Background: an optimization exercise with open tools, aiming at small area. Do not read the settings as production practice.
Where RTL was checked, it was by simulation tests only, not by an equivalence proof against the original.
The RTL of runs 3 to 6 was laid out without a check of its function.
Power and IR drop assume default switching activity.

==> flow/config.mk <==
export PLATFORM = sky130hd
export DESIGN_NAME = udp_rx_stack
export DESIGN_NICKNAME = udp_rx_stack
export VERILOG_FILES = /design/flow/design.v
export SDC_FILE = /design/flow/constraint.sdc
export NUM_CORES = 4
export LEC_CHECK = 0
export CAP_MARGIN = 20
export CORE_MARGIN = 2
export CORE_UTILIZATION = 65
export SLEW_MARGIN = 20
==> flow/constraint.sdc <==
create_clock -name core_clock -period 8.0 [get_ports {i_clk}]
set_input_delay 1.6000 -clock core_clock [delete_from_list [all_inputs] [get_ports {i_clk}]]
set_output_delay 1.6000 -clock core_clock [all_outputs]
set_load 0.01 [all_outputs]
==> flow/design.v <==
module CRC32_D8(
  input  [31:0]     i_crc     ,
  input  [7 :0]     i_data    ,
  output [31:0]     o_crc
);
    wire [7 :0] d = {i_data[0],i_data[1],i_data[2],i_data[3],i_data[4],i_data[5],i_data[6],i_data[7]};
    wire [31:0] c = i_crc;
    wire [31:0] newcrc;
    assign o_crc = newcrc;
    assign newcrc[0] = d[6] ^ d[0] ^ c[24] ^ c[30];
    assign newcrc[1] = d[7] ^ d[6] ^ d[1] ^ d[0] ^ c[24] ^ c[25] ^ c[30] ^ c[31];
    assign newcrc[2] = d[7] ^ d[6] ^ d[2] ^ d[1] ^ d[0] ^ c[24] ^ c[25] ^ c[26] ^ c[30] ^ c[31];
    assign newcrc[3] = d[7] ^ d[3] ^ d[2] ^ d[1] ^ c[25] ^ c[26] ^ c[27] ^ c[31];
    assign newcrc[4] = d[6] ^ d[4] ^ d[3] ^ d[2] ^ d[0] ^ c[24] ^ c[26] ^ c[27] ^ c[28] ^ c[30];
    assign newcrc[5] = d[7] ^ d[6] ^ d[5] ^ d[4] ^ d[3] ^ d[1] ^ d[0] ^ c[24] ^ c[25] ^ c[27] ^ c[28] ^ c[29] ^ c[30] ^ c[31];
    assign newcrc[6] = d[7] ^ d[6] ^ d[5] ^ d[4] ^ d[2] ^ d[1] ^ c[25] ^ c[26] ^ c[28] ^ c[29] ^ c[30] ^ c[31];
    assign newcrc[7] = d[7] ^ d[5] ^ d[3] ^ d[2] ^ d[0] ^ c[24] ^ c[26] ^ c[27] ^ c[29] ^ c[31];
    assign newcrc[8] = d[4] ^ d[3] ^ d[1] ^ d[0] ^ c[0] ^ c[24] ^ c[25] ^ c[27] ^ c[28];
    assign newcrc[9] = d[5] ^ d[4] ^ d[2] ^ d[1] ^ c[1] ^ c[25] ^ c[26] ^ c[28] ^ c[29];
    assign newcrc[10] = d[5] ^ d[3] ^ d[2] ^ d[0] ^ c[2] ^ c[24] ^ c[26] ^ c[27] ^ c[29];
    assign newcrc[11] = d[4] ^ d[3] ^ d[1] ^ d[0] ^ c[3] ^ c[24] ^ c[25] ^ c[27] ^ c[28];
    assign newcrc[12] = d[6] ^ d[5] ^ d[4] ^ d[2] ^ d[1] ^ d[0] ^ c[4] ^ c[24] ^ c[25] ^ c[26] ^ c[28] ^ c[29] ^ c[30];
    assign newcrc[13] = d[7] ^ d[6] ^ d[5] ^ d[3] ^ d[2] ^ d[1] ^ c[5] ^ c[25] ^ c[26] ^ c[27] ^ c[29] ^ c[30] ^ c[31];
    assign newcrc[14] = d[7] ^ d[6] ^ d[4] ^ d[3] ^ d[2] ^ c[6] ^ c[26] ^ c[27] ^ c[28] ^ c[30] ^ c[31];
    assign newcrc[15] = d[7] ^ d[5] ^ d[4] ^ d[3] ^ c[7] ^ c[27] ^ c[28] ^ c[29] ^ c[31];
    assign newcrc[16] = d[5] ^ d[4] ^ d[0] ^ c[8] ^ c[24] ^ c[28] ^ c[29];
    assign newcrc[17] = d[6] ^ d[5] ^ d[1] ^ c[9] ^ c[25] ^ c[29] ^ c[30];
    assign newcrc[18] = d[7] ^ d[6] ^ d[2] ^ c[10] ^ c[26] ^ c[30] ^ c[31];
    assign newcrc[19] = d[7] ^ d[3] ^ c[11] ^ c[27] ^ c[31];
    assign newcrc[20] = d[4] ^ c[12] ^ c[28];
    assign newcrc[21] = d[5] ^ c[13] ^ c[29];
    assign newcrc[22] = d[0] ^ c[14] ^ c[24];
    assign newcrc[23] = d[6] ^ d[1] ^ d[0] ^ c[15] ^ c[24] ^ c[25] ^ c[30];
    assign newcrc[24] = d[7] ^ d[2] ^ d[1] ^ c[16] ^ c[25] ^ c[26] ^ c[31];
    assign newcrc[25] = d[3] ^ d[2] ^ c[17] ^ c[26] ^ c[27];
    assign newcrc[26] = d[6] ^ d[4] ^ d[3] ^ d[0] ^ c[18] ^ c[24] ^ c[27] ^ c[28] ^ c[30];
    assign newcrc[27] = d[7] ^ d[5] ^ d[4] ^ d[1] ^ c[19] ^ c[25] ^ c[28] ^ c[29] ^ c[31];
    assign newcrc[28] = d[6] ^ d[5] ^ d[2] ^ c[20] ^ c[26] ^ c[29] ^ c[30];
    assign newcrc[29] = d[7] ^ d[6] ^ d[3] ^ c[21] ^ c[27] ^ c[30] ^ c[31];
    assign newcrc[30] = d[7] ^ d[4] ^ c[22] ^ c[28] ^ c[31];
    assign newcrc[31] = d[5] ^ c[23] ^ c[29];
endmodule
module udp_rx_stack(
    input               i_clk               ,
    input               i_rst               ,
    input [31:0]        i_local_ip          ,
    input               i_local_ip_valid    ,
    input [15:0]        i_local_port        ,
    input               i_local_port_valid  ,
    input [7:0]         i_GMII_data         ,
    input               i_GMII_valid        ,
    output [47:0]       o_rec_src_mac       ,
    output              o_rec_src_valid     ,
    output              o_crc_error         ,
    output              o_crc_valid         ,
    output [7:0]        o_udp_data          ,
    output [15:0]       o_udp_len           ,
    output              o_udp_last          ,
    output              o_udp_valid         ,
    output [15:0]       o_icmp_seq          ,
    output              o_icmp_reply        ,
    output [47:0]       o_arp_mac           ,
    output [31:0]       o_arp_ip            ,
    output              o_arp_valid         ,
    output              o_arp_reply
);
reg [7:0]   s0, s1, s2, s3, s4, s5, s6, s7, s8, s9, s10;
always @(posedge i_clk) begin
    s0 <= i_GMII_data;
    s1 <= s0; s2 <= s1; s3 <= s2; s4 <= s3; s5 <= s4;
    s6 <= s5; s7 <= s6; s8 <= s7; s9 <= s8; s10 <= s9;
end
reg         v0, v1;
always @(posedge i_clk or posedge i_rst) begin
    if (i_rst) begin
        v0 <= 1'b0;
        v1 <= 1'b0;
    end else begin
        v0 <= i_GMII_valid;
        v1 <= v0;
    end
end
wire        neg = v1 & ~v0;          
reg [4:0]   rc;
wire        s0_55 = s0 == 8'h55;
wire        s0_d5 = s0 == 8'hD5;
always @(posedge i_clk or posedge i_rst) begin
    if (i_rst)
        rc <= 5'd0;
    else if (v0) begin
        if (!(rc == 5'd6 && s0_55) && rc != 5'd25)
            rc <= rc + 5'd1;
    end else if (rc >= 5'd20 && rc <= 5'd24)
        rc <= rc + 5'd1;
    else
        rc <= 5'd0;
end
reg         hdr_ok;                  
always @(posedge i_clk or posedge i_rst) begin
    if (i_rst)
        hdr_ok <= 1'b1;
    else if (!v0)
        hdr_ok <= 1'b1;
    else if (rc <= 5'd6 && !(s0_55 || (rc == 5'd6 && s0_d5)))
        hdr_ok <= 1'b0;
end
reg         lo08, is_ip, is_arp;
always @(posedge i_clk or posedge i_rst) begin
    if (i_rst) begin
        lo08   <= 1'b0;
        is_ip  <= 1'b0;
        is_arp <= 1'b0;
    end else if (v0 && (rc == 5'd19 || rc == 5'd20)) begin
        lo08   <= s0 == 8'h08;
        is_ip  <= lo08 && s0 == 8'h00;
        is_arp <= lo08 && s0 == 8'h06;
    end
end
reg [47:0]  src_mac;
always @(posedge i_clk)
    if (v0 && rc >= 5'd13 && rc <= 5'd18)
        src_mac <= {src_mac[39:0], s0};
reg         src_valid;
always @(posedge i_clk or posedge i_rst) begin
    if (i_rst)
        src_valid <= 1'b0;
    else if (v0 && rc == 5'd19)
        src_valid <= 1'b1;
end
wire        post_last = neg & hdr_ok;
reg         post_valid;
always @(posedge i_clk or posedge i_rst) begin
    if (i_rst)
        post_valid <= 1'b0;
    else if (neg)
        post_valid <= 1'b0;
    else if (rc == 5'd25 && hdr_ok)
        post_valid <= 1'b1;
end
wire        d5at6 = v0 && rc == 5'd6 && s0_d5;
wire        crc_full  = crc_arm && rc >= 5'd12;
wire        crc_quirk = crc_arm && rc <= 5'd10;
reg         crc_arm, crc_stuck, crc_hold, crc_chk, crc_chk0;
always @(posedge i_clk or posedge i_rst) begin
    if (i_rst) begin
        crc_arm   <= 1'b0;
        crc_stuck <= 1'b0;
        crc_hold  <= 1'b0;
        crc_chk   <= 1'b0;
        crc_chk0  <= 1'b0;
    end else begin
        crc_chk  <= neg && (crc_stuck || crc_hold || crc_full);
        crc_chk0 <= neg && crc_hold && !crc_full;
        if (neg) begin
            crc_hold  <= crc_quirk && (crc_stuck || crc_hold) && rc == 5'd10;
            crc_stuck <= crc_quirk && !((crc_stuck || crc_hold) && rc == 5'd10);
            crc_arm   <= 1'b0;
        end else if (d5at6)
            crc_arm   <= 1'b1;
    end
end
reg  [31:0] crc;
wire [31:0] crc_next;
CRC32_D8 CRC32_D8_u0(.i_crc(crc), .i_data(s1), .o_crc(crc_next));
always @(posedge i_clk)
    crc <= (d5at6 && !crc_stuck) ? 32'h30F1A90F : crc_next;
reg         ro_crc_valid, ro_crc_error;
always @(posedge i_clk or posedge i_rst) begin
    if (i_rst) begin
        ro_crc_valid <= 1'b0;
        ro_crc_error <= 1'b0;
    end else begin
        ro_crc_valid <= crc_chk;
        ro_crc_error <= crc_chk && (crc_chk0 ? {s2, s3, s4, s5} != 32'd0
                                             : crc != 32'hC704DD7B);
    end
end
reg         i0v, i1v, a0v;
always @(posedge i_clk or posedge i_rst) begin
    if (i_rst) begin
        i0v <= 1'b0; i1v <= 1'b0; a0v <= 1'b0;
    end else begin
        i0v <= post_valid & is_ip;
        i1v <= i0v;
        a0v <= post_valid & is_arp;
    end
end
wire        i_end = i1v & ~i0v;      
reg [4:0]   ic;
always @(posedge i_clk or posedge i_rst) begin
    if (i_rst)
        ic <= 5'd0;
    else if (i0v | a0v) begin
        if (ic != 5'd21)
            ic <= ic + 5'd1;
    end else
        ic <= 5'd0;
end
reg [31:0]  local_ip;
always @(posedge i_clk or posedge i_rst) begin
    if (i_rst)
        local_ip <= {8'd192, 8'd168, 8'd1, 8'd1};
    else if (i_local_ip_valid)
        local_ip <= i_local_ip;
end
reg [15:0]  ip_len;                  
always @(posedge i_clk)
    if (i0v && (ic == 5'd2 || ic == 5'd3))
        ip_len <= {ip_len[7:0], s6};
reg         t17, t1;                 
always @(posedge i_clk)
    if (i0v && ic == 5'd9) begin
        t17 <= s6 == 8'd17;
        t1  <= s6 == 8'd1;
    end
wire        ip_hit = i1v && ic == 5'd20 && (t17 || t1) && {s10, s9, s8, s7} == local_ip;
reg         ipv;
always @(posedge i_clk or posedge i_rst) begin
    if (i_rst)
        ipv <= 1'b0;
    else if (i_end)
        ipv <= 1'b0;
    else if (ip_hit)
        ipv <= 1'b1;
end
reg [15:0]  local_port;
always @(posedge i_clk or posedge i_rst) begin
    if (i_rst)
        local_port <= 16'h8080;
    else if (i_local_port_valid)
        local_port <= i_local_port;
end
reg         xv, xvd;
reg [10:0]  xc;
always @(posedge i_clk or posedge i_rst) begin
    if (i_rst) begin
        xv  <= 1'b0;
        xvd <= 1'b0;
        xc  <= 11'd22;
    end else begin
        xv  <= ipv;
        xvd <= xv;
        xc  <= xv ? xc + 11'd1 : 11'd22;
    end
end
wire        uv     = xv & t17;
wire        cv     = xv & t1;
wire        u_in   = (xv | xvd) & t17;   
reg [7:0]   u0;                      
always @(posedge i_clk)
    if (ipv && t17)
        u0 <= s7;
reg [15:0]  port;
always @(posedge i_clk)
    if (uv && (xc == 11'd24 || xc == 11'd25))
        port <= {port[7:0], u0};
reg         len2, u_len;
always @(posedge i_clk or posedge i_rst) begin
    if (i_rst) begin
        len2  <= 1'b0;
        u_len <= 1'b0;
    end else begin
        if (uv)
            len2 <= ip_len == 16'd22;
        u_len <= u_in;
    end
end
reg         ro_udp_valid, ro_udp_last;
always @(posedge i_clk or posedge i_rst) begin
    if (i_rst) begin
        ro_udp_valid <= 1'b0;
        ro_udp_last  <= 1'b0;
    end else begin
        if (uv && !ipv)
            ro_udp_valid <= 1'b0;
        else if (uv && xc == 11'd29 && port == local_port)
            ro_udp_valid <= 1'b1;
        ro_udp_last <= u_in ? {5'd0, xc} == ip_len : len2;
    end
end
reg         type8, ro_icmp_reply;
always @(posedge i_clk)
    if (cv && xc == 11'd22)
        type8 <= s8 == 8'd8;
always @(posedge i_clk or posedge i_rst) begin
    if (i_rst)
        ro_icmp_reply <= 1'b0;
    else
        ro_icmp_reply <= cv && xc == 11'd29 && type8;
end
reg         op12, op1;
always @(posedge i_clk)
    if (a0v && ic == 5'd7) begin
        op12 <= s7 == 8'd0 && (s6 == 8'd1 || s6 == 8'd2);
        op1  <= s7 == 8'd0 && s6 == 8'd1;
    end
reg [47:0]  arp_mac;
reg [31:0]  arp_ip;
reg         ro_arp_valid, ro_arp_reply;
always @(posedge i_clk or posedge i_rst) begin
    if (i_rst) begin
        arp_mac      <= 48'd0;
        arp_ip       <= 32'd0;
        ro_arp_valid <= 1'b0;
        ro_arp_reply <= 1'b0;
    end else begin
        if (a0v && op12 && ic >= 5'd8 && ic <= 5'd13)
            arp_mac <= {arp_mac[39:0], s6};
        if (a0v && op12 && ic >= 5'd14 && ic <= 5'd17)
            arp_ip <= {arp_ip[23:0], s6};
        ro_arp_valid <= a0v && ic == 5'd17;
        ro_arp_reply <= a0v && ic == 5'd18 && op1;
    end
end
assign o_rec_src_mac   = src_mac;
assign o_rec_src_valid = src_valid;
assign o_crc_error     = ro_crc_error;
assign o_crc_valid     = ro_crc_valid;
assign o_udp_data      = u0;
assign o_udp_len       = u_len ? ip_len - 16'd28 : 16'hFFFA;
assign o_udp_last      = ro_udp_last;
assign o_udp_valid     = ro_udp_valid;
assign o_icmp_seq      = {s10, s9};
assign o_icmp_reply    = ro_icmp_reply;
assign o_arp_mac       = arp_mac;
assign o_arp_ip        = arp_ip;
assign o_arp_valid     = ro_arp_valid;
assign o_arp_reply     = ro_arp_reply;
endmodule
==> flow/flow/run.sh <==
#!/bin/bash
set -euo pipefail
cd "$(dirname "$0")/.."
export BUFFER_PORTS_ARGS="-buffer_cell sky130_fd_sc_hd__buf_1"
export CTS_ARGS="-sink_clustering_enable -repair_clock_nets -dont_use_dummy_load -buf_list sky130_fd_sc_hd__clkbuf_4 -sink_clustering_size 10 -sink_clustering_max_diameter 50"
bash standard.sh finish > flow_make.log 2>&1
==> flow/standard.sh <==
#!/bin/bash
# synth_recipe.tcl (not shown) runs the flow's synth.tcl, then flattens the netlist and writes it again
# the make line also repeats each setting of config.mk as NAME=value (left out here)
make -C /OpenROAD-flow-scripts/flow DESIGN_CONFIG=/design/flow/config.mk WORK_HOME=/design/flow/orfs CLKGATE_MAP_FILE= SYNTH_SCRIPT=/design/flow/synth_recipe.tcl "${@:-finish}"
==> results of run 1 <==
worst max path at each step:
stage                         start             to  slack, ns
final                     ip_len[5]  o_udp_len[14]       3.56
after detailed placement  ip_len[5]  o_udp_len[14]       4.25
after CTS                 ip_len[5]  o_udp_len[14]       3.51
after global routing      ip_len[5]  o_udp_len[14]       3.30
after floorplan               i_rst            a0v       1.62
after global placement    ip_len[5]  o_udp_len[15]       4.29
cell usage in the layout (no fill, tap or decap), types with 16 or more instances in the layout:
cell      Yosys  layout
edfxtp_1     93      93
and2_1       16      16
nor4_1       28      27
buf_1         3     236
clkbuf_4      0      44
dfxtp_1     120     120
dfrtp_1     164     164
nand2_1      56      56
xor2_1       70      70
xnor2_1      71      71
nor2_1       50      50
mux2_2      128     128
cell type report:
type | instances | area (µm²) | area share
repair buffers | 241 | 923 | 0.0577
inverters | 13 | 53.8 | 0.00336
clock buffers | 44 | 330 | 0.0206
well taps | 280 | 350 | 0.0219
flip-flops and latches | 390 | 9640 | 0.602
multi-input cells | 585 | 4700 | 0.293
diodes | 3 | 7.51 | 0.000469
stage by stage:
| step | cells | setup slack (ns) |
|---|---|---|
| after global placement | 1509 | 4.29 |
| after CTS | 1553 | 3.51 |
| after floorplan | 1019 | 1.62 |
| after detailed placement | 1509 | 4.25 |
| after global routing | 1554 | 3.30 |
| final | 1556 | 3.56 |
logic make-up (layout without fill, tap and decap cells):
logic type / Yosys count / after routing / share of synthesized area
AOI/OAI and AO/OA: 45 / 45 / 0.0209
xor gates and xnor gates: 150 / 150 / 0.0965
adders and majority gates: 13 / 13 / 0.0112
buffers and inverters: 44 / 298 / 0.0121
DFF: 390 / 390 / 0.667
muxes: 128 / 128 / 0.0997
other: 0 / 3 / 0
and+or+nand+nor: 249 / 249 / 0.0930
critical path, cell delays in order (launching register included):
cell and delay (ns):
edfxtp_1 0.52, or4_4 0.60, or3_1 0.41, nor2_1 0.23, a21oi_1 0.11, o21ai_0 0.16
buf_1 0.16
metal layers:
metal	track usage	vias up	share of wire	wire, µm
li1	-	4059	-	-
met1	0.313	4188	0.42	11500
met2	0.405	203	0.51	13900
met3	0.0425	51	0.049	1330
met4	0.0750	0	0.022	604
met5	0	-	0	0
registers in the layout, summed over array words and instances (netlist names), 11 cells and up:
name / cells
ip_len: 16
arp_ip: 32
src_mac: 48
local_ip: 32
local_port: 16
xc: 11
port: 16
crc: 32
arp_mac: 48
power by group through the flow:
stage,combinational [mW],sequential (mW),clock [mW]
floorplan,0.881,2.32,0
global placement,1.02,2.35,0
detailed placement,1.04,2.35,0
CTS,1.05,2.31,0.853
global route,1.16,2.33,0.927
finish,1.04,2.31,0.821
==> impl_metrics.yaml, run 1 <==
logic_synthesis:
  syn-instance-count: 1019
  async_flop_share: 0.454
  synth_area_per_cell_um2: 14.2
  synthTopCellsByArea: "dfrtp_1, edfxtp_1, dfxtp_1"
  synth_area_leader_cell: "dfrtp_1"
  ys_ff_latch: 390
  synth_cell_type_count: 59
  netlist_area_um2: 14500
  synth.top_cell.area_share: 0.284
  synthFlopType: "dfrtp_1"
  yosysMostFrequentCell: "dfrtp_1"
  synthTopCellsByCount: "dfrtp_1, mux2_2, dfxtp_1, edfxtp_1, xnor2_1"
  synth_edf_count: 93
  yosys_warnings: 1
  syn_nets: 1093
  yosysSeqAreaShare: 0.667
clock_tree:
  clockBufferDepth: 3
  cts_resized: 0
  cts.clk_slew.worst_paths_ns: 0.11
  cts_tree: "done"
  cts_buffers: 44
  ctsHoldBuffers: 0
  root_buffer: "clkbuf_4"
  post_cts_buffers: 0
  clkSinkCount: 390
  htreeDepth: 2
  clk-insertion-delay-late_ns: 0.66
worst_hold_path:
  hold_start: "s3[0]"
  hold_depth: 0
  hp-class: "register to register"
  holdPathEnd: "s4[0]"
global_routing:
  antenna_found_initial: 1
  grt_max_degree: 111
  overflow: 0
  grtUsageTotal: 0.237
  grt_pass1_wl_um: 44700
  grt_pass1_vias: 8572
pwr:
  vdd_ir_drop_max_mv: 0.394
  power_frac_clock: 0.197
  p_switching_mw: 1.19
  pwr-share-seq: 0.554
  total_power_mw: 4.17
  leakage_nw: 6.46
  power.density_nw_per_um2: 260
  switching_share: 0.286
  p_comb_frac: 0.249
  p_int_mw: 2.98
timing:
  finClkSkew_ns: 0.0312
  fmax_ghz: 0.225
  setup_viol: 0
  finalCritPeriodShare: 0.555
  tightest_slew_ns: 0.974
  drv_slew: 0
  layout_min_cycle_time_ns: 4.44
  rsz0062_at_grt: "false"
  timing.slew.headroom: 0.349
  hold_ws_ns: 0.344
  finalHoldViolCount: 0
  tns_ns: 0
cells_and_area:
  final_util: 0.733
  nets: 1349
  layout-drive-gt1-share: 0.168
  nFillCells: 1572
  area_growth_pct: 10.6
  finalInstanceArea_um2: 16000
floorplan:
  fp-row-count: 54
  dieArea_um2: 23500
  fp.dieW_um: 153
  coreArea_um2: 21800
  start_util: 0.663
  die_h_um: 153
  io_pins: 237
placement:
  dpl-instance-area_um2: 15700
  port_buffers: 236
  dp_hpwl_um: 19300
  routabilityCongestion: 0.810
routing:
  drc: 0
  first_iter_violations: 448
  vias: 8501
  drt-wirelength-per-cell_um: 17.5
  dr.pass1.iters: 5
  postRouteAntennaNets: 0
  via_per_inst: 5.46
  totalWireLength_um: 27300
run_status:
  status: "no timing/DRC/antenna violations"
critical_path:
  r2r_slack_ns: 5.52
  worstPathArrival_ns: 2.84
  cp-end-kind: "output pin"
  crit_type: "register to output pin"
  required_ns: 6.40
  r2r-start: "ic[2]"
  r2r-end: "arp_ip[23]"
  ff2ff_path_depth: 4
  crit_path_start_kind: "register"
  cp_max_fo: 7
run:
  cap_viol_max_count: 0
==> run 2: changes to the inputs <==
==> flow/flow/run.sh (replaced) <==
#!/bin/bash
set -euo pipefail
cd "$(dirname "$0")/.."
export BUFFER_PORTS_ARGS="-buffer_cell sky130_fd_sc_hd__buf_1"
export CTS_ARGS="-sink_clustering_enable -repair_clock_nets -dont_use_dummy_load -buf_list sky130_fd_sc_hd__clkbuf_4"
bash standard.sh finish > flow_make.log 2>&1
--- a/flow/config.mk
+++ b/flow/config.mk
@@ -7,5 +7,5 @@
 export LEC_CHECK = 0
 export CAP_MARGIN = 20
 export CORE_MARGIN = 2
-export CORE_UTILIZATION = 65
+export CORE_UTILIZATION = 40
 export SLEW_MARGIN = 20
==> impl_metrics.yaml, run 2 <==
critical_path:
  required_ns: 6.40
  cp_top_family: "simple AND/OR/NAND/NOR gates"
  crit_type: "register to output pin"
  cp_max_fo: 7
  crit_chain: "or4_4 > or3_4 > nor4b_4 > xnor2_1 > nand2_1 > buf_1"
  cp_num_buf_inv: 1
  slowest_delay_ns: 0.60
  worstPathArrival_ns: 2.81
  cpMaxStageDelayCell: "or4_4"
  crit_path_start_kind: "register"
  cp-end-kind: "output pin"
timing:
  layout_min_cycle_time_ns: 4.41
  tns_ns: 0
  setup_viol: 0
  rsz0062_at_grt: "false"
  tightest_slew_ns: 1.03
  finalCritPeriodShare: 0.551
  finalHoldViolCount: 0
  drv_slew: 0
  fmax_ghz: 0.227
  timing.slew.headroom: 0.315
  finClkSkew_ns: 0.0546
cells_and_area:
  area_growth_pct: 15.1
  mostFrequentLayoutCell: "buf_1"
  layout_common_cells: "buf_1, dfrtp_1, mux2_2"
  top_regs: "arp_mac: 48 flops, src_mac: 48 flops"
  final_util: 0.468
  nets: 1406
  finalInstanceArea_um2: 16700
  instances_no_fill: 1794
  layout-drive-gt1-share: 0.205
global_routing:
  grt_pass1_wl_um: 49300
  grt_pass1_vias: 9103
  antenna_found_initial: 2
  grtUsageTotal: 0.165
  grt_max_degree: 107
  overflow: 0
placement:
  dpl-instance-area_um2: 15900
  place_inst: 1690
  dp_hpwl_um: 21200
  port_buffers: 236
  routabilityCongestion: 0.801
routing:
  wl_met2_um: 15400
  via_per_inst: 4.84
  totalWireLength_um: 30300
  met3_length_um: 1460
  dr.pass1.iters: 4
  postRouteAntennaNets: 0
  first_iter_violations: 316
  met1Wirelength_um: 12800
  vias: 8679
  drt-wirelength-per-cell_um: 16.9
  dr.max_layer_used: "met4"
  drc: 0
clock_tree:
  clkSinkCount: 390
  cts.clk_slew.worst_paths_ns: 0.05
  clockBufferDepth: 3
  post_cts_buffers: 0
  cts_tree: "done"
  root_buffer: "clkbuf_4"
  ctsHoldBuffers: 0
  cts_buffers: 101
  htreeDepth: 3
  clk-insertion-delay-late_ns: 0.73
  cts_resized: 0
floorplan:
  coreArea_um2: 35600
  die_h_um: 194
  fp-row-count: 69
  dieArea_um2: 37700
  start_util: 0.407
  io_pins: 237
  fp.dieW_um: 194
logic_synthesis:
  synth_simple_gate_area_frac: 0.0930
  synth_top_family_by_area: "multiplexers"
  async_flop_share: 0.454
  synth_cell_type_count: 59
  synthFlopType: "dfrtp_1"
  syn-instance-count: 1019
  synth-xor-area-share: 0.0965
  synthTopCellsByCount: "dfrtp_1, mux2_2, dfxtp_1, edfxtp_1, xnor2_1"
  yosysMostFrequentCell: "dfrtp_1"
  netlist_area_um2: 14500
  synth_edf_count: 93
  synthMuxAreaShare: 0.0997
  ys_ff_latch: 390
  synth_area_per_cell_um2: 14.2
  synth_area_leader_cell: "dfrtp_1"
  synth.top_cell.area_share: 0.284
  yosysSeqAreaShare: 0.667
  yosys_warnings: 1
  synthAdderAreaFrac: 0.0112
  synth-compound-area-share: 0.0208
  syn_nets: 1093
  synthTopCellsByArea: "dfrtp_1, edfxtp_1, dfxtp_1"
pwr:
  power.density_nw_per_um2: 275
  leakage_nw: 6.73
  vdd_ir_drop_max_mv: 0.354
  total_power_mw: 4.59
run:
  cap_viol_max_count: 0
worst_hold_path:
  hp-class: "register to register"
run_status:
  status: "no timing/DRC/antenna violations"
[run 2: cell count changes in the layout (fill, tap and decap cells not counted), sizes merged]
cell / before / now
clkbuf: 44 / 102
buf: 241 / 240
[run 2: final timing paths]
check                           from            end  slack, ns  depth (start not counted)
max in group asynchronous      i_rst    ro_udp_last       5.38                          3
min reg2reg                    s5[3]          s6[3]       0.33                          0
max reg2reg                    ic[2]     arp_ip[27]       5.50                          4
max                        ip_len[5]  o_udp_len[15]       3.59                          6
min in group asynchronous      i_rst    arp_mac[33]       1.06                          2
min                            s5[3]          s6[3]       0.33                          0
[run 2: power by group]
| part | total [mW] | leakage (nW) | internal, mW | switching, mW |
|---|---|---|---|---|
| registers | 2.31 | 4.18 | 2.20 | 0.111 |
| clock network | 1.24 | 0.465 | 0.569 | 0.670 |
| logic | 1.04 | 2.08 | 0.525 | 0.511 |
[run 2: logic make-up after synthesis]
group           count (synthesis)
mux                           128
buf+inv                        44
xor+xnor                      150
fa+ha+maj                      13
simple gates                  249
compound gates                 45
flops                         390
[run 2: per-layer routing]
metal,vias to the layer above,global-route usage
met1,4235,0.199
met2,197,0.280
met4,0,0.0626
met3,65,0.0463
met5,-,0
li1,4182,-
[run 2: area by class of cell]
cell class | count | area [µm²]
repair buffers | 241 | 925
inverters | 13 | 53.8
multi-input cells | 585 | 4690
clock buffers | 101 | 758
fillers | 3328 | 18900
diodes | 3 | 7.51
well taps | 461 | 577
flip-flops and latches | 390 | 9640
[run 2: per-stage QoR]
stage	hold WS [ns]	setup slack, ns
after detailed placement	0.331	4.27
final	0.335	3.59
after global routing	0.330	3.27
after global placement	0.335	4.29
after CTS	0.311	3.48
after floorplan	0.323	1.62
[run 2: worst register-to-register path, delay by kind of cell, from the launching register on]
kind             cells  cell delay [ns]
AO/OA/AOI/OAI        2             1.07
flip-flops           1             0.49
multiplexers         1             0.46
AND/OR/NAND/NOR      1             0.35
==> run 3: changes to the inputs <==
--- a/flow/design.v
+++ b/flow/design.v
@@ -3,42 +3,64 @@
   input  [7 :0]     i_data    ,
   output [31:0]     o_crc
 );
-    wire [7 :0] d = {i_data[0],i_data[1],i_data[2],i_data[3],i_data[4],i_data[5],i_data[6],i_data[7]};
     wire [31:0] c = i_crc;
-    wire [31:0] newcrc;
-    assign o_crc = newcrc;
-    assign newcrc[0] = d[6] ^ d[0] ^ c[24] ^ c[30];
-    assign newcrc[1] = d[7] ^ d[6] ^ d[1] ^ d[0] ^ c[24] ^ c[25] ^ c[30] ^ c[31];
-    assign newcrc[2] = d[7] ^ d[6] ^ d[2] ^ d[1] ^ d[0] ^ c[24] ^ c[25] ^ c[26] ^ c[30] ^ c[31];
-    assign newcrc[3] = d[7] ^ d[3] ^ d[2] ^ d[1] ^ c[25] ^ c[26] ^ c[27] ^ c[31];
-    assign newcrc[4] = d[6] ^ d[4] ^ d[3] ^ d[2] ^ d[0] ^ c[24] ^ c[26] ^ c[27] ^ c[28] ^ c[30];
-    assign newcrc[5] = d[7] ^ d[6] ^ d[5] ^ d[4] ^ d[3] ^ d[1] ^ d[0] ^ c[24] ^ c[25] ^ c[27] ^ c[28] ^ c[29] ^ c[30] ^ c[31];
-    assign newcrc[6] = d[7] ^ d[6] ^ d[5] ^ d[4] ^ d[2] ^ d[1] ^ c[25] ^ c[26] ^ c[28] ^ c[29] ^ c[30] ^ c[31];
-    assign newcrc[7] = d[7] ^ d[5] ^ d[3] ^ d[2] ^ d[0] ^ c[24] ^ c[26] ^ c[27] ^ c[29] ^ c[31];
-    assign newcrc[8] = d[4] ^ d[3] ^ d[1] ^ d[0] ^ c[0] ^ c[24] ^ c[25] ^ c[27] ^ c[28];
-    assign newcrc[9] = d[5] ^ d[4] ^ d[2] ^ d[1] ^ c[1] ^ c[25] ^ c[26] ^ c[28] ^ c[29];
-    assign newcrc[10] = d[5] ^ d[3] ^ d[2] ^ d[0] ^ c[2] ^ c[24] ^ c[26] ^ c[27] ^ c[29];
-    assign newcrc[11] = d[4] ^ d[3] ^ d[1] ^ d[0] ^ c[3] ^ c[24] ^ c[25] ^ c[27] ^ c[28];
-    assign newcrc[12] = d[6] ^ d[5] ^ d[4] ^ d[2] ^ d[1] ^ d[0] ^ c[4] ^ c[24] ^ c[25] ^ c[26] ^ c[28] ^ c[29] ^ c[30];
-    assign newcrc[13] = d[7] ^ d[6] ^ d[5] ^ d[3] ^ d[2] ^ d[1] ^ c[5] ^ c[25] ^ c[26] ^ c[27] ^ c[29] ^ c[30] ^ c[31];
-    assign newcrc[14] = d[7] ^ d[6] ^ d[4] ^ d[3] ^ d[2] ^ c[6] ^ c[26] ^ c[27] ^ c[28] ^ c[30] ^ c[31];
-    assign newcrc[15] = d[7] ^ d[5] ^ d[4] ^ d[3] ^ c[7] ^ c[27] ^ c[28] ^ c[29] ^ c[31];
-    assign newcrc[16] = d[5] ^ d[4] ^ d[0] ^ c[8] ^ c[24] ^ c[28] ^ c[29];
-    assign newcrc[17] = d[6] ^ d[5] ^ d[1] ^ c[9] ^ c[25] ^ c[29] ^ c[30];
-    assign newcrc[18] = d[7] ^ d[6] ^ d[2] ^ c[10] ^ c[26] ^ c[30] ^ c[31];
-    assign newcrc[19] = d[7] ^ d[3] ^ c[11] ^ c[27] ^ c[31];
-    assign newcrc[20] = d[4] ^ c[12] ^ c[28];
-    assign newcrc[21] = d[5] ^ c[13] ^ c[29];
-    assign newcrc[22] = d[0] ^ c[14] ^ c[24];
-    assign newcrc[23] = d[6] ^ d[1] ^ d[0] ^ c[15] ^ c[24] ^ c[25] ^ c[30];
-    assign newcrc[24] = d[7] ^ d[2] ^ d[1] ^ c[16] ^ c[25] ^ c[26] ^ c[31];
-    assign newcrc[25] = d[3] ^ d[2] ^ c[17] ^ c[26] ^ c[27];
-    assign newcrc[26] = d[6] ^ d[4] ^ d[3] ^ d[0] ^ c[18] ^ c[24] ^ c[27] ^ c[28] ^ c[30];
-    assign newcrc[27] = d[7] ^ d[5] ^ d[4] ^ d[1] ^ c[19] ^ c[25] ^ c[28] ^ c[29] ^ c[31];
-    assign newcrc[28] = d[6] ^ d[5] ^ d[2] ^ c[20] ^ c[26] ^ c[29] ^ c[30];
-    assign newcrc[29] = d[7] ^ d[6] ^ d[3] ^ c[21] ^ c[27] ^ c[30] ^ c[31];
-    assign newcrc[30] = d[7] ^ d[4] ^ c[22] ^ c[28] ^ c[31];
-    assign newcrc[31] = d[5] ^ c[23] ^ c[29];
+    wire [7:0]  f;               
+    assign f[0] = i_data[7] ^ c[24];
+    assign f[1] = i_data[6] ^ c[25];
+    assign f[2] = i_data[5] ^ c[26];
+    assign f[3] = i_data[4] ^ c[27];
+    assign f[4] = i_data[3] ^ c[28];
+    assign f[5] = i_data[2] ^ c[29];
+    assign f[6] = i_data[1] ^ c[30];
+    assign f[7] = i_data[0] ^ c[31];
+    wire t0 = f[2] ^ f[7];
+    wire t1 = f[0] ^ f[6];
+    wire t2 = f[4] ^ f[5];
+    wire t3 = f[1] ^ t2;
+    wire t4 = f[3] ^ f[4];
+    wire t5 = f[1] ^ t0;
+    wire t6 = f[3] ^ f[7];
+    wire t7 = f[6] ^ t0;
+    wire t8 = f[3] ^ f[5];
+    wire t9 = f[2] ^ t3;
+    wire t10 = f[1] ^ t1;
+    wire t11 = f[0] ^ t4;
+    wire t12 = f[0] ^ t8;
+    wire t13 = f[1] ^ t11;
+    wire t14 = f[5] ^ f[6];
+    wire t15 = t1 ^ t4;
+    assign o_crc[0] = t1;
+    assign o_crc[1] = f[7] ^ t10;
+    assign o_crc[2] = t1 ^ t5;
+    assign o_crc[3] = f[3] ^ t5;
+    assign o_crc[4] = f[2] ^ t15;
+    assign o_crc[5] = t1 ^ t3 ^ t6;
+    assign o_crc[6] = t3 ^ t7;
+    assign o_crc[7] = t0 ^ t12;
+    assign o_crc[8] = c[0] ^ t13;
+    assign o_crc[9] = c[1] ^ t9;
+    assign o_crc[10] = c[2] ^ f[2] ^ t12;
+    assign o_crc[11] = c[3] ^ t13;
+    assign o_crc[12] = c[4] ^ t1 ^ t9;
+    assign o_crc[13] = c[5] ^ f[6] ^ t5 ^ t8;
+    assign o_crc[14] = c[6] ^ t4 ^ t7;
+    assign o_crc[15] = c[7] ^ t2 ^ t6;
+    assign o_crc[16] = c[8] ^ f[0] ^ t2;
+    assign o_crc[17] = c[9] ^ f[1] ^ t14;
+    assign o_crc[18] = c[10] ^ t7;
+    assign o_crc[19] = c[11] ^ t6;
+    assign o_crc[20] = c[12] ^ f[4];
+    assign o_crc[21] = c[13] ^ f[5];
+    assign o_crc[22] = c[14] ^ f[0];
+    assign o_crc[23] = c[15] ^ t10;
+    assign o_crc[24] = c[16] ^ t5;
+    assign o_crc[25] = c[17] ^ f[2] ^ f[3];
+    assign o_crc[26] = c[18] ^ t15;
+    assign o_crc[27] = c[19] ^ f[7] ^ t3;
+    assign o_crc[28] = c[20] ^ f[2] ^ t14;
+    assign o_crc[29] = c[21] ^ f[6] ^ t6;
+    assign o_crc[30] = c[22] ^ f[4] ^ f[7];
+    assign o_crc[31] = c[23] ^ f[5];
 endmodule
 module udp_rx_stack(
     input               i_clk               ,
@@ -256,15 +278,13 @@
         port <= {port[7:0], u0};
 reg         len2, u_len;
 always @(posedge i_clk or posedge i_rst) begin
-    if (i_rst) begin
+    if (i_rst)
         len2  <= 1'b0;
-        u_len <= 1'b0;
-    end else begin
-        if (uv)
-            len2 <= ip_len == 16'd22;
-        u_len <= u_in;
-    end
+    else if (uv)
+        len2 <= ip_len == 16'd22;
 end
+always @(posedge i_clk)
+    u_len <= u_in;
 reg         ro_udp_valid, ro_udp_last;
 always @(posedge i_clk or posedge i_rst) begin
     if (i_rst) begin
==> flow/flow/run.sh (replaced) <==
#!/bin/bash
set -euo pipefail
cd "$(dirname "$0")/.."
export BUFFER_PORTS_ARGS="-buffer_cell sky130_fd_sc_hd__buf_1"
export CTS_ARGS="-sink_clustering_enable -repair_clock_nets -dont_use_dummy_load -buf_list sky130_fd_sc_hd__clkbuf_4 -sink_clustering_size 10 -sink_clustering_max_diameter 50 "
bash standard.sh finish > flow_make.log 2>&1
--- a/flow/config.mk
+++ b/flow/config.mk
@@ -7,5 +7,5 @@
 export LEC_CHECK = 0
 export CAP_MARGIN = 20
 export CORE_MARGIN = 2
-export CORE_UTILIZATION = 40
+export CORE_UTILIZATION = 80
 export SLEW_MARGIN = 20
==> impl_metrics.yaml, run 3 <==
routing:
  dr.pass1.iters: 4
  drt-wirelength-per-cell_um: 19.4
  first_iter_violations: 591
  postRouteAntennaNets: 0
  via_per_inst: 5.86
  drc: 0
  totalWireLength_um: 29000
  vias: 8761
placement:
  port_buffers: 236
  detailedPlace.worstSlack_ns: 4.47
  dp_hpwl_um: 21000
  routabilityCongestion: 0.886
  place_inst: 1450
cells_and_area:
  final_util: 0.890
  mostFrequentLayoutCell: "buf_1"
  area_growth_pct: 9.94
  layout-drive-gt1-share: 0.167
  top_regs: "arp_mac: 48 flops, src_mac: 48 flops"
  instances_no_fill: 1495
  nFillCells: 792
  layout_common_cells: "buf_1, dfrtp_1, mux2_2"
  nets: 1341
logic_synthesis:
  ys_ff_latch: 390
  yosys_warnings: 1
  synth.top_cell.area_share: 0.282
  synth_area_per_cell_um2: 14.3
  synthFlopType: "dfrtp_1"
  syn-instance-count: 1012
  yosysMostFrequentCell: "dfrtp_1"
  netlist_area_um2: 14400
  syn_nets: 1086
  synthTopCellsByCount: "dfrtp_1, mux2_2, dfxtp_1, edfxtp_1, xnor2_1"
  synth_cell_type_count: 62
  yosysSeqAreaShare: 0.667
  synthTopCellsByArea: "dfrtp_1, edfxtp_1, dfxtp_1"
  synth_area_leader_cell: "dfrtp_1"
  synth_edf_count: 93
  async_flop_share: 0.451
clock_tree:
  cts_tree: "done"
  cts_buffers: 44
  clk-insertion-delay-late_ns: 0.67
  clockBufferDepth: 3
  htreeDepth: 2
  clkSinkCount: 390
  cts.clk_slew.worst_paths_ns: 0.10
  cts_resized: 0
  post_cts_buffers: 0
  ctsHoldBuffers: 0
  root_buffer: "clkbuf_4"
timing:
  finalCritPeriodShare: 0.525
  fin_ws_ns: 3.80
  layout_min_cycle_time_ns: 4.20
  finClkSkew_ns: 0.0589
  fmax_ghz: 0.238
  drv_slew: 0
  tightest_slew_ns: 1.01
  timing.slew.headroom: 0.322
  setup_viol: 0
  rsz0062_at_grt: "false"
  tns_ns: 0
  finalHoldViolCount: 0
floorplan:
  dieArea_um2: 19100
  io_pins: 237
  coreArea_um2: 17800
  die_h_um: 138
  fp.dieW_um: 138
  fp-row-count: 49
  start_util: 0.809
critical_path:
  cp_max_fo: 8
  required_ns: 6.40
  crit_path_start_kind: "register"
  cp-end-kind: "output pin"
  crit_type: "register to output pin"
  ff2ff_path_depth: 4
  worstPathArrival_ns: 2.60
global_routing:
  grt_pass1_vias: 8968
  met3_usage: 0.0447
  grtUsageMet1: 0.381
  overflow: 0
  grtUsageTotal: 0.306
  busiest_layer: "met2"
  antenna_found_initial: 1
  grt_pass1_wl_um: 46200
  use_met2: 0.543
  grt_max_degree: 94
pwr:
  leakage_nw: 6.45
  vdd_ir_drop_max_mv: 0.632
  power.density_nw_per_um2: 263
  total_power_mw: 4.17
run_status:
  status: "no timing/DRC/antenna violations"
worst_hold_path:
  hp-class: "register to register"
  hold_depth: 0
run:
  cap_viol_max_count: 0
run 3: cell count changes after synthesis, moves of 7 or more:
| cell | change |
|---|---|
| a21oi_1 | +7 |
| clkbuf_1 | -7 |
| nand3_1 | +7 |
| xor2_1 | -9 |
run 3: logic make-up after synthesis:
kind of cell / Yosys count / synth area share
AO/OA/AOI/OAI: 49 / 0.0206
AND/OR/NAND/NOR: 237 / 0.0874
flip-flops: 390 / 0.667
buffers and inverters: 44 / 0.0133
adder cells (fa/ha/maj): 13 / 0.0113
multiplexers: 130 / 0.101
XOR/XNOR: 149 / 0.0989
run 3: metrics by stage:
stage / instance area (µm²) / hold WS (ns)
finish: 15900 / 0.350
global placement: 15500 / 0.336
global route: 15900 / 0.353
detailed placement: 15500 / 0.332
CTS: 15900 / 0.352
floorplan: 14400 / 0.323
run 3: worst max-delay path, stage by stage (launching register included):
cell      delay (ns)
edfxtp_1        0.52
or4_1           0.59
nor3_2          0.33
nand3_1         0.15
xor2_1          0.17
nand2_1         0.07
buf_1           0.15
run 3: final cells by class:
| class | instances | area, µm² | area share |
|---|---|---|---|
| Sequential cell | 390 | 9640 | 0.607 |
| Inverter | 14 | 57.6 | 0.00363 |
| Clock buffer | 44 | 330 | 0.0208 |
| Multi-Input combinational cell | 578 | 4650 | 0.293 |
| Timing Repair Buffer | 239 | 912 | 0.0575 |
| Tap cell | 229 | 287 | 0.0180 |
| Antenna cell | 1 | 2.50 | 0.000158 |
run 3: path summary, 6_finish.rpt:
kind / start / to / slack [ns]
min: s3[6] / s4[6] / 0.35
max reg2reg: ic[2] / arp_ip[29] / 5.38
min reg2reg: s3[6] / s4[6] / 0.35
min in group asynchronous: i_rst / arp_ip[24] / 1.08
max: ip_len[6] / o_udp_len[14] / 3.80
max in group asynchronous: i_rst / arp_mac[39] / 5.64
run 3: report_power, final:
group	internal (mW)	total [mW]	switching, mW
logic	0.511	1.04	0.531
registers	2.20	2.31	0.117
clock network	0.255	0.818	0.563
run 3: routing by layer:
metal / wire, µm / vias to the layer above
met3: 1280 / 75
met1: 11300 / 4374
li1: - / 4033
met5: 0 / -
met4: 1040 / 0
met2: 15400 / 279
==> run 4: changes to the inputs <==
--- a/flow/config.mk
+++ b/flow/config.mk
@@ -7,5 +7,5 @@
 export LEC_CHECK = 0
 export CAP_MARGIN = 20
 export CORE_MARGIN = 2
-export CORE_UTILIZATION = 80
+export CORE_UTILIZATION = 65
 export SLEW_MARGIN = 20
==> impl_metrics.yaml, run 4 <==
routing:
  met3_length_um: 1010
  totalWireLength_um: 27600
  first_iter_violations: 407
  dr.pass1.iters: 4
  drt-wirelength-per-cell_um: 17.9
  via_per_inst: 5.47
  vias: 8465
  wl_met2_um: 14200
  dr.max_layer_used: "met4"
  met1Wirelength_um: 11700
  postRouteAntennaNets: 0
  drc: 0
logic_synthesis:
  syn-instance-count: 1012
  yosysSeqAreaShare: 0.667
  synth_edf_count: 93
  yosysMostFrequentCell: "dfrtp_1"
  synth_area_leader_cell: "dfrtp_1"
  synth.top_cell.area_share: 0.282
  synthFlopType: "dfrtp_1"
  synth_area_per_cell_um2: 14.3
  syn_nets: 1086
  synthTopCellsByArea: "dfrtp_1, edfxtp_1, dfxtp_1"
  ys_ff_latch: 390
  async_flop_share: 0.451
  synthTopCellsByCount: "dfrtp_1, mux2_2, dfxtp_1, edfxtp_1, xnor2_1"
  yosys_warnings: 1
  synth_cell_type_count: 62
  netlist_area_um2: 14400
placement:
  place_inst: 1502
  port_buffers: 236
  dpl-instance-area_um2: 15600
  routabilityCongestion: 0.844
  dp_hpwl_um: 19700
timing:
  rsz0062_at_grt: "false"
  tns_ns: 0
  fmax_ghz: 0.239
  layout_min_cycle_time_ns: 4.19
  finalHoldViolCount: 0
  tightest_slew_ns: 0.997
  timing.slew.headroom: 0.334
  setup_viol: 0
  finalCritPeriodShare: 0.523
  finClkSkew_ns: 0.0577
  drv_slew: 0
critical_path:
  worstPathArrival_ns: 2.59
  crit_type: "register to output pin"
  required_ns: 6.40
  crit_path_start_kind: "register"
  cp-end-kind: "output pin"
  cp_max_fo: 7
run_status:
  status: "no timing/DRC/antenna violations"
pwr:
  vdd_ir_drop_max_mv: 0.373
  power.density_nw_per_um2: 261
  leakage_nw: 6.46
floorplan:
  fp-row-count: 54
  dieArea_um2: 23400
  die_h_um: 153
  coreArea_um2: 21800
  start_util: 0.662
  io_pins: 237
  fp.dieW_um: 153
clock_tree:
  htreeDepth: 2
  post_cts_buffers: 0
  clkSinkCount: 390
  root_buffer: "clkbuf_4"
  cts_buffers: 45
  cts.clk_slew.worst_paths_ns: 0.09
  clockBufferDepth: 3
  cts_tree: "done"
  cts_resized: 0
  clk-insertion-delay-late_ns: 0.68
  ctsHoldBuffers: 0
cells_and_area:
  area_growth_pct: 10.4
  regArea_um2: 9640
  layout-drive-gt1-share: 0.168
  top_regs: "arp_mac: 48 flops, src_mac: 48 flops"
  mostFrequentLayoutCell: "buf_1"
  layout_common_cells: "buf_1, dfrtp_1, mux2_2"
  nFillCells: 1606
  final_util: 0.731
  instances_no_fill: 1548
  finalInstanceArea_um2: 15900
  nets: 1343
  multi_input_area_um2: 4650
global_routing:
  grt_max_degree: 119
  grt_pass1_wl_um: 45000
  overflow: 0
  antenna_found_initial: 1
  grt_pass1_vias: 8581
  grtUsageTotal: 0.240
run:
  cap_viol_max_count: 0
worst_hold_path:
  hp-class: "register to register"
-- run 4: cell counts after synthesis --
Identical to the previous run, type by type.
-- run 4: cell type report --
class                      count  area share
tap                          280      0.0220
antenna                        1    0.000157
inverter                      14     0.00377
timing repair buffer         240      0.0574
sequential                   390       0.604
multi-input combinational    578       0.291
clock buffer                  45      0.0212
-- run 4: final timing paths --
kind | from | to | slack [ns] | depth (start not counted)
max in group asynchronous | i_rst | crc_arm | 5.55 | 3
min reg2reg | s5[6] | s6[6] | 0.35 | 0
min in group asynchronous | i_rst | arp_ip[24] | 1.07 | 2
min | s5[6] | s6[6] | 0.35 | 0
max reg2reg | ic[2] | arp_ip[11] | 5.45 | 4
max | ip_len[7] | o_udp_len[14] | 3.81 | 6
-- run 4: critical path, stage by stage, from the launching register on --
cell      delay, ns
edfxtp_1       0.50
or4_1          0.61
nor3_2         0.33
nand3_1        0.14
xor2_1         0.17
nand2_1        0.07
buf_1          0.15
-- run 4: cell families after synthesis --
logic type | share of synthesized area
multiplexers | 0.101
flip-flops | 0.667
AND/OR/NAND/NOR | 0.0874
AO/OA/AOI/OAI | 0.0206
XOR/XNOR | 0.0989
adder cells (fa/ha/maj) | 0.0113
buffers and inverters | 0.0133
-- run 4: routing by layer --
| layer | global-route usage | up-vias |
|---|---|---|
| li1 | - | 4043 |
| met1 | 0.310 | 4165 |
| met2 | 0.415 | 195 |
| met3 | 0.0369 | 62 |
| met4 | 0.0864 | 0 |
| met5 | 0 | - |
-- run 4: where the power goes --
group | total (mW) | internal (mW) | switching [mW]
logic | 1.02 | 0.510 | 0.512
clock network | 0.830 | 0.260 | 0.570
registers | 2.31 | 2.20 | 0.114
-- run 4: per-stage QoR --
stage / hold WS, ns / total power [mW] / setup WS [ns]
finish: 0.351 / 4.16 / 3.81
global route: 0.360 / 4.42 / 3.63
CTS: 0.352 / 4.20 / 3.76
detailed placement: 0.332 / 3.38 / 4.47
global placement: 0.329 / 3.36 / 4.54
floorplan: 0.323 / 3.18 / 1.65
==> run 5: changes to the inputs <==
--- a/flow/design.v
+++ b/flow/design.v
@@ -208,15 +208,16 @@
     end
 end
 wire        i_end = i1v & ~i0v;      
-reg [4:0]   ic;
+reg [10:0]  ic;
+wire        ic_run;
 always @(posedge i_clk or posedge i_rst) begin
     if (i_rst)
-        ic <= 5'd0;
-    else if (i0v | a0v) begin
-        if (ic != 5'd21)
-            ic <= ic + 5'd1;
+        ic <= 11'd0;
+    else if (ic_run) begin
+        if (ic != 11'd2047)
+            ic <= ic + 11'd1;
     end else
-        ic <= 5'd0;
+        ic <= 11'd0;
 end
 reg [31:0]  local_ip;
 always @(posedge i_clk or posedge i_rst) begin
@@ -227,15 +228,15 @@
 end
 reg [15:0]  ip_len;                  
 always @(posedge i_clk)
-    if (i0v && (ic == 5'd2 || ic == 5'd3))
+    if (i0v && (ic == 11'd2 || ic == 11'd3))
         ip_len <= {ip_len[7:0], s6};
 reg         t17, t1;                 
 always @(posedge i_clk)
-    if (i0v && ic == 5'd9) begin
+    if (i0v && ic == 11'd9) begin
         t17 <= s6 == 8'd17;
         t1  <= s6 == 8'd1;
     end
-wire        ip_hit = i1v && ic == 5'd20 && (t17 || t1) && {s10, s9, s8, s7} == local_ip;
+wire        ip_hit = i1v && ic == 11'd20 && (t17 || t1) && {s10, s9, s8, s7} == local_ip;
 reg         ipv;
 always @(posedge i_clk or posedge i_rst) begin
     if (i_rst)
@@ -253,18 +254,16 @@
         local_port <= i_local_port;
 end
 reg         xv, xvd;
-reg [10:0]  xc;
 always @(posedge i_clk or posedge i_rst) begin
     if (i_rst) begin
         xv  <= 1'b0;
         xvd <= 1'b0;
-        xc  <= 11'd22;
     end else begin
         xv  <= ipv;
         xvd <= xv;
-        xc  <= xv ? xc + 11'd1 : 11'd22;
     end
 end
+assign      ic_run = i0v | a0v | ipv | xv;
 wire        uv     = xv & t17;
 wire        cv     = xv & t1;
 wire        u_in   = (xv | xvd) & t17;   
@@ -274,7 +273,7 @@
         u0 <= s7;
 reg [15:0]  port;
 always @(posedge i_clk)
-    if (uv && (xc == 11'd24 || xc == 11'd25))
+    if (uv && (ic == 11'd24 || ic == 11'd25))
         port <= {port[7:0], u0};
 reg         len2, u_len;
 always @(posedge i_clk or posedge i_rst) begin
@@ -293,24 +292,24 @@
     end else begin
         if (uv && !ipv)
             ro_udp_valid <= 1'b0;
-        else if (uv && xc == 11'd29 && port == local_port)
+        else if (uv && ic == 11'd29 && port == local_port)
             ro_udp_valid <= 1'b1;
-        ro_udp_last <= u_in ? {5'd0, xc} == ip_len : len2;
+        ro_udp_last <= u_in ? {5'd0, ic} == ip_len : len2;
     end
 end
 reg         type8, ro_icmp_reply;
 always @(posedge i_clk)
-    if (cv && xc == 11'd22)
+    if (cv && ic == 11'd22)
         type8 <= s8 == 8'd8;
 always @(posedge i_clk or posedge i_rst) begin
     if (i_rst)
         ro_icmp_reply <= 1'b0;
     else
-        ro_icmp_reply <= cv && xc == 11'd29 && type8;
+        ro_icmp_reply <= cv && ic == 11'd29 && type8;
 end
 reg         op12, op1;
 always @(posedge i_clk)
-    if (a0v && ic == 5'd7) begin
+    if (a0v && ic == 11'd7) begin
         op12 <= s7 == 8'd0 && (s6 == 8'd1 || s6 == 8'd2);
         op1  <= s7 == 8'd0 && s6 == 8'd1;
     end
@@ -324,12 +323,12 @@
         ro_arp_valid <= 1'b0;
         ro_arp_reply <= 1'b0;
     end else begin
-        if (a0v && op12 && ic >= 5'd8 && ic <= 5'd13)
+        if (a0v && op12 && ic >= 11'd8 && ic <= 11'd13)
             arp_mac <= {arp_mac[39:0], s6};
-        if (a0v && op12 && ic >= 5'd14 && ic <= 5'd17)
+        if (a0v && op12 && ic >= 11'd14 && ic <= 11'd17)
             arp_ip <= {arp_ip[23:0], s6};
-        ro_arp_valid <= a0v && ic == 5'd17;
-        ro_arp_reply <= a0v && ic == 5'd18 && op1;
+        ro_arp_valid <= a0v && ic == 11'd17;
+        ro_arp_reply <= a0v && ic == 11'd18 && op1;
     end
 end
 assign o_rec_src_mac   = src_mac;
==> flow/flow/run.sh (replaced) <==
#!/bin/bash
set -euo pipefail
cd "$(dirname "$0")/.."
export BUFFER_PORTS_ARGS="-buffer_cell sky130_fd_sc_hd__buf_1"
export CTS_ARGS="-sink_clustering_enable -repair_clock_nets -dont_use_dummy_load -buf_list sky130_fd_sc_hd__clkbuf_4 -sink_clustering_size 9 -sink_clustering_max_diameter 60"
bash standard.sh finish > flow_make.log 2>&1
==> impl_metrics.yaml, run 5 <==
run_status:
  status: "no timing/DRC/antenna violations"
clock_tree:
  ctsHoldBuffers: 0
  post_cts_buffers: 0
  clockBufferDepth: 3
  cts.clk_slew.worst_paths_ns: 0.10
  cts_buffers: 48
  root_buffer: "clkbuf_4"
  clk-insertion-delay-late_ns: 0.68
  htreeDepth: 2
  cts_resized: 0
  cts_tree: "done"
  clkSinkCount: 385
critical_path:
  crit_path_end: "o_udp_len[14]"
  crit_type: "register to output pin"
  worstPathArrival_ns: 3.30
  r2r-start: "ic[1]"
  crit_path_start_kind: "register"
  cp_top_family: "compound AO/OA/AOI/OAI gates"
  r2r-end: "arp_mac[29]"
  cp_common_cell: "nand2_1"
  r2r_slack_ns: 5.50
  required_ns: 6.40
  cp_max_fo: 6
  crit_path_start: "ip_len[2]"
  slowest_delay_ns: 0.92
  cp-end-kind: "output pin"
  crit_cells: 7
  ff2ff_path_depth: 7
  cpMaxStageDelayCell: "a2111oi_0"
  cp_num_buf_inv: 1
  crit_chain: "ha_1 > a2111oi_0 > nand2_1 > nor4_1 > xnor2_1 > nand2_1 > buf_1"
logic_synthesis:
  synth-compound-area-share: 0.0219
  yosysSeqAreaShare: 0.667
  synthTopCellsByCount: "dfrtp_1, dfxtp_1, mux2_2, xnor2_1, edfxtp_1"
  yosys_warnings: 1
  netlist_area_um2: 14200
  async_flop_share: 0.444
  yosysMostFrequentCell: "dfrtp_1"
  synth_edf_count: 93
  ys_ff_latch: 385
  synth_area_per_cell_um2: 14.4
  synth_top_family_by_area: "multiplexers"
  synthTopCellsByArea: "dfrtp_1, edfxtp_1, dfxtp_1"
  synth_area_leader_cell: "dfrtp_1"
  synth.top_cell.area_share: 0.283
  synthMuxAreaShare: 0.108
  syn_nets: 1062
  synth_simple_gate_area_frac: 0.0881
  syn-instance-count: 992
  synthFlopType: "dfrtp_1"
  synth_cell_type_count: 62
  synth-xor-area-share: 0.0928
  synthAdderAreaFrac: 0.00791
cells_and_area:
  nets: 1322
  top_regs: "arp_mac: 48 flops, src_mac: 48 flops"
  mostFrequentLayoutCell: "buf_1"
  area_growth_pct: 10.6
  layout-drive-gt1-share: 0.162
  layout_common_cells: "buf_1, dfrtp_1, dfxtp_1"
floorplan:
  start_util: 0.657
  fp-row-count: 54
  dieArea_um2: 23100
  die_h_um: 152
  fp.dieW_um: 152
  io_pins: 237
  coreArea_um2: 21700
timing:
  fin_ws_ns: 3.10
  rsz0062_at_grt: "false"
  tns_ns: 0
  finalHoldViolCount: 0
  drv_slew: 0
  setup_viol: 0
  tightest_slew_ns: 1.07
  finalCritPeriodShare: 0.612
  layout_min_cycle_time_ns: 4.90
  finClkSkew_ns: 0.0700
  fmax_ghz: 0.204
  timing.slew.headroom: 0.267
worst_hold_path:
  hp-class: "register to register"
global_routing:
  grtUsageTotal: 0.238
  grt_max_degree: 96
  grt_pass1_vias: 8312
  grt_pass1_wl_um: 44400
  antenna_found_initial: 1
  overflow: 0
routing:
  first_iter_violations: 395
  totalWireLength_um: 27400
  vias: 8381
  drt-wirelength-per-cell_um: 17.9
  via_per_inst: 5.47
  drc: 0
  dr.pass1.iters: 5
  postRouteAntennaNets: 0
placement:
  routabilityCongestion: 0.859
  dp_hpwl_um: 19400
  port_buffers: 236
  detailedPlace.worstSlack_ns: 3.85
pwr:
  total_power_mw: 4.12
  power.density_nw_per_um2: 261
  leakage_nw: 6.39
  vdd_ir_drop_max_mv: 0.409
run:
  cap_viol_max_count: 0
run 5: cell count changes after synthesis, sizes merged, moves of 4 or more:
cell	previous run	this run
a21oi	17	7
and2	12	7
ha	13	9
nand4	17	23
nand4b	6	2
nor4	27	23
xnor2	82	98
xor2	65	46
run 5: cells by family after synthesis:
group                    after synthesis
flip-flops                           385
AND/OR/NAND/NOR                      233
buffers and inverters                 43
XOR/XNOR                             146
adder cells (fa/ha/maj)                9
AO/OA/AOI/OAI                         46
multiplexers                         130
run 5: metrics by stage:
step            util  hold WS (ns)  area [µm²]  instances
6_report       0.727         0.348       15800       1531
2_1_floorplan      -         0.323       14200        992
5_1_grt        0.727         0.359       15800       1531
3_3_place_gp   0.709         0.333       15400       1481
4_1_cts        0.725         0.352       15700       1529
3_5_place_dp   0.709         0.335       15400       1481
run 5: final cells by class:
cell class | count | area, µm²
Clock buffer | 48 | 360
Antenna cell | 1 | 2.50
Tap cell | 280 | 350
Timing Repair Buffer | 242 | 943
Fill cell | 1561 | 5930
Multi-Input combinational cell | 564 | 4550
Inverter | 11 | 46.3
Sequential cell | 385 | 9510
run 5: power by group:
part / leakage (nW) / switching [mW] / internal [mW]
sequential: 4.12 / 0.108 / 2.17
combinational: 2.05 / 0.504 / 0.491
clock: 0.221 / 0.569 / 0.276
total: 6.39 / 1.18 / 2.94
run 5: per-layer routing:
metal,global-route usage,vias up,part of all wire
met1,0.313,4134,0.42
li1,-,3995,-
met4,0.0792,0,0.026
met5,0,-,0
met2,0.404,204,0.51
met3,0.0442,48,0.046
run 5: worst min-delay path by stage:
stage / startpoint / end / slack, ns / cells past startpoint
floorplan: s4[5] / s5[5] / 0.32 / 0
global placement: s4[2] / s5[2] / 0.33 / 0
detailed placement: s4[2] / s5[2] / 0.33 / 0
CTS: s4[2] / s5[2] / 0.35 / 0
global route: s2[5] / s3[5] / 0.36 / 0
finish: s2[5] / s3[5] / 0.35 / 0
==> run 6: changes to the inputs <==
==> flow/flow/run.sh (replaced) <==
#!/bin/bash
set -euo pipefail
cd "$(dirname "$0")/.."
export BUFFER_PORTS_ARGS="-buffer_cell sky130_fd_sc_hd__buf_1"
export CTS_ARGS="-sink_clustering_enable -repair_clock_nets -dont_use_dummy_load -buf_list sky130_fd_sc_hd__clkbuf_4 -sink_clustering_size 10 -sink_clustering_max_diameter 50"
bash standard.sh finish > flow_make.log 2>&1
==> impl_metrics.yaml, run 6 <==
timing:
  layout_min_cycle_time_ns: 4.89
  drv_slew: 0
  finClkSkew_ns: 0.0718
  setup_viol: 0
  fmax_ghz: 0.205
  tightest_slew_ns: 1.06
  hold_ws_ns: 0.334
  fin_ws_ns: 3.11
  finalHoldViolCount: 0
  finalCritPeriodShare: 0.611
  timing.slew.headroom: 0.278
  rsz0062_at_grt: "false"
  tns_ns: 0
critical_path:
  cp_common_cell: "nand2_1"
  crit_path_start_kind: "register"
  cp_top_family: "compound AO/OA/AOI/OAI gates"
  worstPathArrival_ns: 3.29
  crit_cells: 7
  cp-end-kind: "output pin"
  r2r_slack_ns: 5.51
  cp_num_buf_inv: 1
  crit_path_start: "ip_len[2]"
  cpMaxStageDelayCell: "a2111oi_0"
  required_ns: 6.40
  r2r-start: "ic[1]"
  r2r-end: "arp_mac[38]"
  crit_path_end: "o_udp_len[14]"
  crit_chain: "ha_1 > a2111oi_0 > nand2_1 > nor4_1 > xnor2_1 > nand2_1 > buf_1"
  slowest_delay_ns: 0.91
  crit_type: "register to output pin"
  cp_max_fo: 6
  ff2ff_path_depth: 7
clock_tree:
  cts_tree: "done"
  clkSinkCount: 385
  cts.clk_slew.worst_paths_ns: 0.11
  post_cts_buffers: 0
  clockBufferDepth: 3
  ctsHoldBuffers: 0
  cts_buffers: 45
  htreeDepth: 2
  root_buffer: "clkbuf_4"
  cts_resized: 0
  clk-insertion-delay-late_ns: 0.68
pwr:
  leakage_nw: 6.37
  power.density_nw_per_um2: 260
  vdd_ir_drop_max_mv: 0.409
global_routing:
  grt_max_degree: 96
  overflow: 0
  antenna_found_initial: 1
  grtUsageTotal: 0.237
  grt_pass1_wl_um: 44200
  grt_pass1_vias: 8261
placement:
  dpl-instance-area_um2: 15400
  place_inst: 1481
  detailedPlace.worstSlack_ns: 3.85
  port_buffers: 236
  dp_hpwl_um: 19400
  routabilityCongestion: 0.859
cells_and_area:
  top_regs: "arp_mac: 48 flops, src_mac: 48 flops"
  nets: 1319
  layout-drive-gt1-share: 0.160
  mostFrequentLayoutCell: "buf_1"
  nFillCells: 1555
  finalInstanceArea_um2: 15700
  layout_common_cells: "buf_1, dfrtp_1, dfxtp_1"
  instances_no_fill: 1528
  area_growth_pct: 10.5
routing:
  vias: 8357
  dr.pass1.iters: 5
  first_iter_violations: 401
  totalWireLength_um: 27300
  via_per_inst: 5.47
  drc: 0
  drt-wirelength-per-cell_um: 17.9
  postRouteAntennaNets: 0
floorplan:
  fp-row-count: 54
  coreArea_um2: 21700
  die_h_um: 152
  fp.dieW_um: 152
  dieArea_um2: 23100
  io_pins: 237
  start_util: 0.657
logic_synthesis:
  synth_cell_type_count: 62
  syn-instance-count: 992
  synthTopCellsByArea: "dfrtp_1, edfxtp_1, dfxtp_1"
  synth_edf_count: 93
  netlist_area_um2: 14200
  yosysMostFrequentCell: "dfrtp_1"
  async_flop_share: 0.444
  synth_area_per_cell_um2: 14.4
  synthTopCellsByCount: "dfrtp_1, dfxtp_1, mux2_2, xnor2_1, edfxtp_1"
  synth.top_cell.area_share: 0.283
  synthFlopType: "dfrtp_1"
  yosys_warnings: 1
  synth_area_leader_cell: "dfrtp_1"
  ys_ff_latch: 385
  syn_nets: 1062
  yosysSeqAreaShare: 0.667
run:
  cap_viol_max_count: 0
run_status:
  status: "no timing/DRC/antenna violations"
worst_hold_path:
  hp-class: "register to register"
[run 6: changes by cell type in the layout (fill, tap and decap cells not counted), sizes merged]
cell    delta
clkbuf     -3
[run 6: per-layer routing]
metal | up-vias | GRT usage | share of wire
met5 | - | 0 | 0
met4 | 0 | 0.0792 | 0.028
met3 | 54 | 0.0425 | 0.048
met2 | 220 | 0.400 | 0.51
met1 | 4089 | 0.315 | 0.42
li1 | 3994 | - | -
[run 6: cell families after synthesis]
family / after synthesis / synth area share
AOI/OAI and AO/OA: 46 / 0.0219
and+or+nand+nor: 233 / 0.0881
xor gates and xnor gates: 146 / 0.0928
DFF: 385 / 0.667
buffers and inverters: 43 / 0.0141
adders and majority gates: 9 / 0.00791
muxes: 130 / 0.108
[run 6: worst min-delay path by stage]
stage | startpoint | slack (ns) | to | depth (start not counted)
4_1_cts | s2[3] | 0.31 | s3[3] | 0
3_3_place_gp | s4[2] | 0.33 | s5[2] | 0
2_1_floorplan | s4[5] | 0.32 | s5[5] | 0
6_report | s2[3] | 0.33 | s3[3] | 0
3_5_place_dp | s4[2] | 0.33 | s5[2] | 0
5_1_grt | s2[2] | 0.33 | s3[2] | 0
[run 6: cell type report]
| class | count | area [µm²] | share of cell area |
|---|---|---|---|
| sequential | 385 | 9510 | 0.604 |
| multi-input combinational | 564 | 4550 | 0.289 |
| timing repair buffer | 242 | 943 | 0.0600 |
| tap | 280 | 350 | 0.0223 |
| clock buffer | 45 | 338 | 0.0215 |
| inverter | 11 | 46.3 | 0.00294 |
| antenna | 1 | 2.50 | 0.000159 |
[run 6: power breakdown]
group / internal (mW) / total (mW) / leakage (nW) / switching [mW]
Clock: 0.260 / 0.822 / 0.207 / 0.562
Sequential: 2.17 / 2.28 / 4.12 / 0.107
Combinational: 0.491 / 0.990 / 2.05 / 0.499
Total: 2.92 / 4.09 / 6.37 / 1.17
[run 6: through the flow]
stage	total power, mW	util
global route	4.32	0.726
global placement	3.30	0.709
floorplan	3.12	-
CTS	4.14	0.724
detailed placement	3.31	0.709
finish	4.09	0.726

-- static timing again, ports no longer ideal --
The flow's constraints put no driver on any port. The routed layouts listed below were extracted and timed again, unchanged, in two steps.
Step 1 sets driving cells, clkbuf_16 on the clock port and buf_2 on the other inputs (assumed; they add their load-dependent delay and slew).
Step 2 also shifts input and output timing later by t, the mid clock arrival at the registers, as if the neighbouring blocks saw the same clock.
Slacks: no drivers / after step 1 / after step 2; pairs: no drivers / after step 1.
| run | t, ns | slack for setup (ns) | worst slew at a driven data input, ns |
|---|---|---|---|
| run 1 | 0.686 | 3.561 / 3.520 / 4.207 | 0.07 |
| run 2 | 0.750 | 3.589 / 3.545 / 4.295 | 0.07 |
| run 3 | 0.688 | 3.804 / 3.764 / 4.452 | 0.07 |
| run 4 | 0.697 | 3.813 / 3.769 / 4.466 | 0.07 |
| run 5 | 0.683 | 3.103 / 3.064 / 3.747 | 0.07 |
| run 6 | 0.685 | 3.111 / 3.067 / 3.752 | 0.06 |
After both steps every run listed still meets setup and hold.
